What follows belongs to an exercise in optimizing a design on an open flow for small area; a production flow would make more cautious choices.
Where RTL was checked, it was by simulation tests only, not by an equivalence proof against the original.
The clock input has no modelled driver; a real chip could not lean on it and would need a root buffer or a full tree.
No activity file was given, so power comes from the tool's default toggle rates.

## run M
==> flow/design.v <==
module uart_rx (
    input  logic       clock, reset,
    input  logic       rx,
    output logic [7:0] rx_data,
    output logic       rx_valid
);
    localparam logic [12:0] T_MASK = 13'b1110111111001;
    localparam logic [12:0] T_END  = 13'b1100111100111;
    localparam logic [12:0] T_HALF = 13'b0001000010000;
    localparam logic [12:0] T_FULL = 13'b0000010001000;
    logic [12:0] t;
    logic [8:0]  r;
    logic        busy, start;
    wire tick = ((t & T_MASK) == (T_END & T_MASK));
    always_ff @(posedge clock)
        if (!busy)     t <= T_HALF;
        else if (tick) t <= T_FULL;
        else           t <= {~t[11:0], t[2] ^ t[12]};
    always_ff @(posedge clock, posedge reset)
        if (reset) start <= 1'b1;
        else       start <= !busy || (start && !(tick && !rx));
    always_ff @(posedge clock)
        if (!busy)               r <= 9'b1_0000_0000;
        else if (tick && !start) r <= {rx, r[8:1]};
    always_ff @(posedge clock, posedge reset)
        if (reset) busy <= 1'b0;
        else       busy <= busy ? !(tick && (start ? rx : r[0])) : !rx;
    assign rx_valid = !busy && !start && r[8];
    assign rx_data = r[7:0];
endmodule
module uart_tx (
    input  logic       clock, reset,
    input  logic [7:0] tx_data,
    input  logic       tx_send,
    output logic       tx_busy,
    output logic       tx
);
    localparam logic [12:0] T_MASK = 13'b1110111111001;
    localparam logic [12:0] T_END  = 13'b1100111100111;
    localparam logic [12:0] T_LOAD = 13'b0000010001000;
    logic [12:0] t;
    logic [9:0]  c;
    logic        busy;
    wire tick = ((t & T_MASK) == (T_END & T_MASK));
    wire done = tick & ~|c[9:1];
    always_ff @(posedge clock)
        if (!busy || tick) t <= T_LOAD;
        else               t <= {~t[11:0], t[2] ^ t[12]};
    wire ld = !busy;            
    wire sh = busy && tick;     
    wire hd = busy && !tick;    
    always_ff @(posedge clock)
        c <= ({10{ld}} & {1'b1, tx_data, 1'b0}) |
             ({10{sh}} & {1'b0, c[9:1]}) |
             ({10{hd}} & c);
    always_ff @(posedge clock, posedge reset)
        if (reset) busy <= 1'b0;
        else       busy <= busy ? !done : tx_send;
    always_ff @(posedge clock, posedge reset)
        if (reset) tx <= 1'b1;
        else       tx <= !busy || c[0];
    assign tx_busy = busy;
endmodule
module uart #(
    parameter BAUD_RATE   = 9600,
    parameter CLOCK_FREQ  = 50000000,
    parameter DATA_BITS   = 8
)
(   input  logic        clock,
    input  logic        reset,
    input  logic [DATA_BITS-1:0]  tx_data,
    input  logic        tx_send,
    output logic        tx_busy,
    output logic [DATA_BITS-1:0]  rx_data,
    output logic        rx_valid,
    input  logic        rx,      
    output logic        tx       
);
  uart_rx rx_inst (.*);
  uart_tx tx_inst (.*);
endmodule
Settings: LEC_CHECK=0, CAP_MARGIN=20, CORE_MARGIN=2, CORE_UTILIZATION=40, SLEW_MARGIN=20; clock period 20.0 ns.
standard.sh (not shown) runs the stock make flow with config.mk's settings and CLKGATE_MAP_FILE= SYNTH_SCRIPT=/design/flow/synth_recipe.tcl, a recipe that flattens the netlist after the stock synthesis.
==> flow/flow/run.sh <==
#!/bin/bash
# Own layout flow: the standard ORFS flow (standard.sh: unchanged
# synthesis, floorplan, power grid and tap cells), with these changes to how
# the layout is made:
#  - the gates between the standard synthesis's flip-flops are mapped again
#    for area (flow/resyn.sh); the flip-flops are kept as they are;
#  - port buffers are the smallest buffer (buf_1) instead of the default pick;
#  - clock tree: CTS's tree is replaced by 3 or 4 leaf buffers driven from
#    the clock port (flow/post_cts.tcl, flow/clock_tree.tcl);
#  - gates with slack to spare are downsized after CTS (flow/post_cts.tcl).
# Each tool's output goes to its own log here (synth.log, resyn_yosys.log,
# standard_flow.log); each ORFS step also keeps its log under orfs/logs/.
set -euo pipefail
cd "$(dirname "$0")/.."
export BUFFER_PORTS_ARGS="-buffer_cell sky130_fd_sc_hd__buf_1"
export CTS_ARGS="-sink_clustering_enable -repair_clock_nets -dont_use_dummy_load -buf_list sky130_fd_sc_hd__clkbuf_8 -root_buf sky130_fd_sc_hd__clkbuf_8"
export POST_CTS_TCL="$PWD/flow/post_cts.tcl"
R=orfs/results/$FLOW_PLATFORM/uart/base
bash standard.sh synth > synth.log 2>&1
cp $R/1_2_yosys.v standard_synth.v
bash flow/resyn.sh standard_synth.v resyn.v "$FLOW_HOME/platforms/$FLOW_PLATFORM/lib/sky130_fd_sc_hd__tt_025C_1v80.lib"
sleep 1
cp resyn.v $R/1_2_yosys.v
bash standard.sh finish > standard_flow.log 2>&1
Other scripts of this flow, unchanged in this note and not shown: flow/flow/clock_tree.tcl, flow/flow/post_cts.tcl, flow/flow/resyn.sh
Here is what was changed in the inputs of run B compared with run M.
--- a/flow/design.v
+++ b/flow/design.v
@@ -21,9 +21,8 @@
         else       start <= !busy || (start && !(tick && !rx));
     always_ff @(posedge clock)
-        if (!busy)               r <= 9'b1_0000_0000;
-        else if (tick && !start) r <= {rx, r[8:1]};
+        if (!busy || start || tick) r <= {!(busy && tick) || rx, r[8:1]};
     always_ff @(posedge clock, posedge reset)
         if (reset) busy <= 1'b0;
-        else       busy <= busy ? !(tick && (start ? rx : r[0])) : !rx;
+        else       busy <= busy ? !(tick && (start ? rx : !r[0])) : !rx;
     assign rx_valid = !busy && !start && r[8];
     assign rx_data = r[7:0];
[summary]
Of the two candidates, run M has the worse die area and run B the better one. For the clock network power, run B came in about 5% lower than run M did. Largest net degree at the start of global routing sits lower in run B than in run M. Run B reports a lower x dimension of the die than run M does. Synthesized net count in run B is 13% lower than in run M. Lower overall power goes to run M over run B. Run B ends up with a ratio of routed vias to standard cells that is 0.039 lower than in run M. Run B: switching power summed over all nets higher than run M. Comparing the two runs side by side, run B comes out ahead of run M on first-pass GRT wire length. Higher gate count after technology mapping among run M and run B: run M.
Function not checked in run M: the RTL went through the layout flow alone. In every run of this note, the design's own scripts or RTL, not TritonCTS, make the clock network.

[what the ideal ports hide]
The flow's constraints put no driver on any port. The routed layouts listed below were extracted and timed again, unchanged, in two steps. Step 1: set_driving_cell puts a clkbuf_16 on clock and a buf_2 on each other input, an assumption about the parent block. Step 2 adds t to the input delays and takes it off the output delays; t is the mean of the earliest and latest rising clock arrival at the registers after step 1. Input paths then give back, and output paths get back, about the clock's delay inside the block. Three values: no drivers, after step 1, after step 2; two values: the first two.
run | t, ns | slack for setup (ns) | worst slew at a driven data input, ns
run M | 0.198 | 14.893 / 14.843 / 15.040 | 0.03
run B | 0.196 | 14.963 / 14.919 / 15.115 | 0.03
After both steps setup and hold are still met in every run listed.
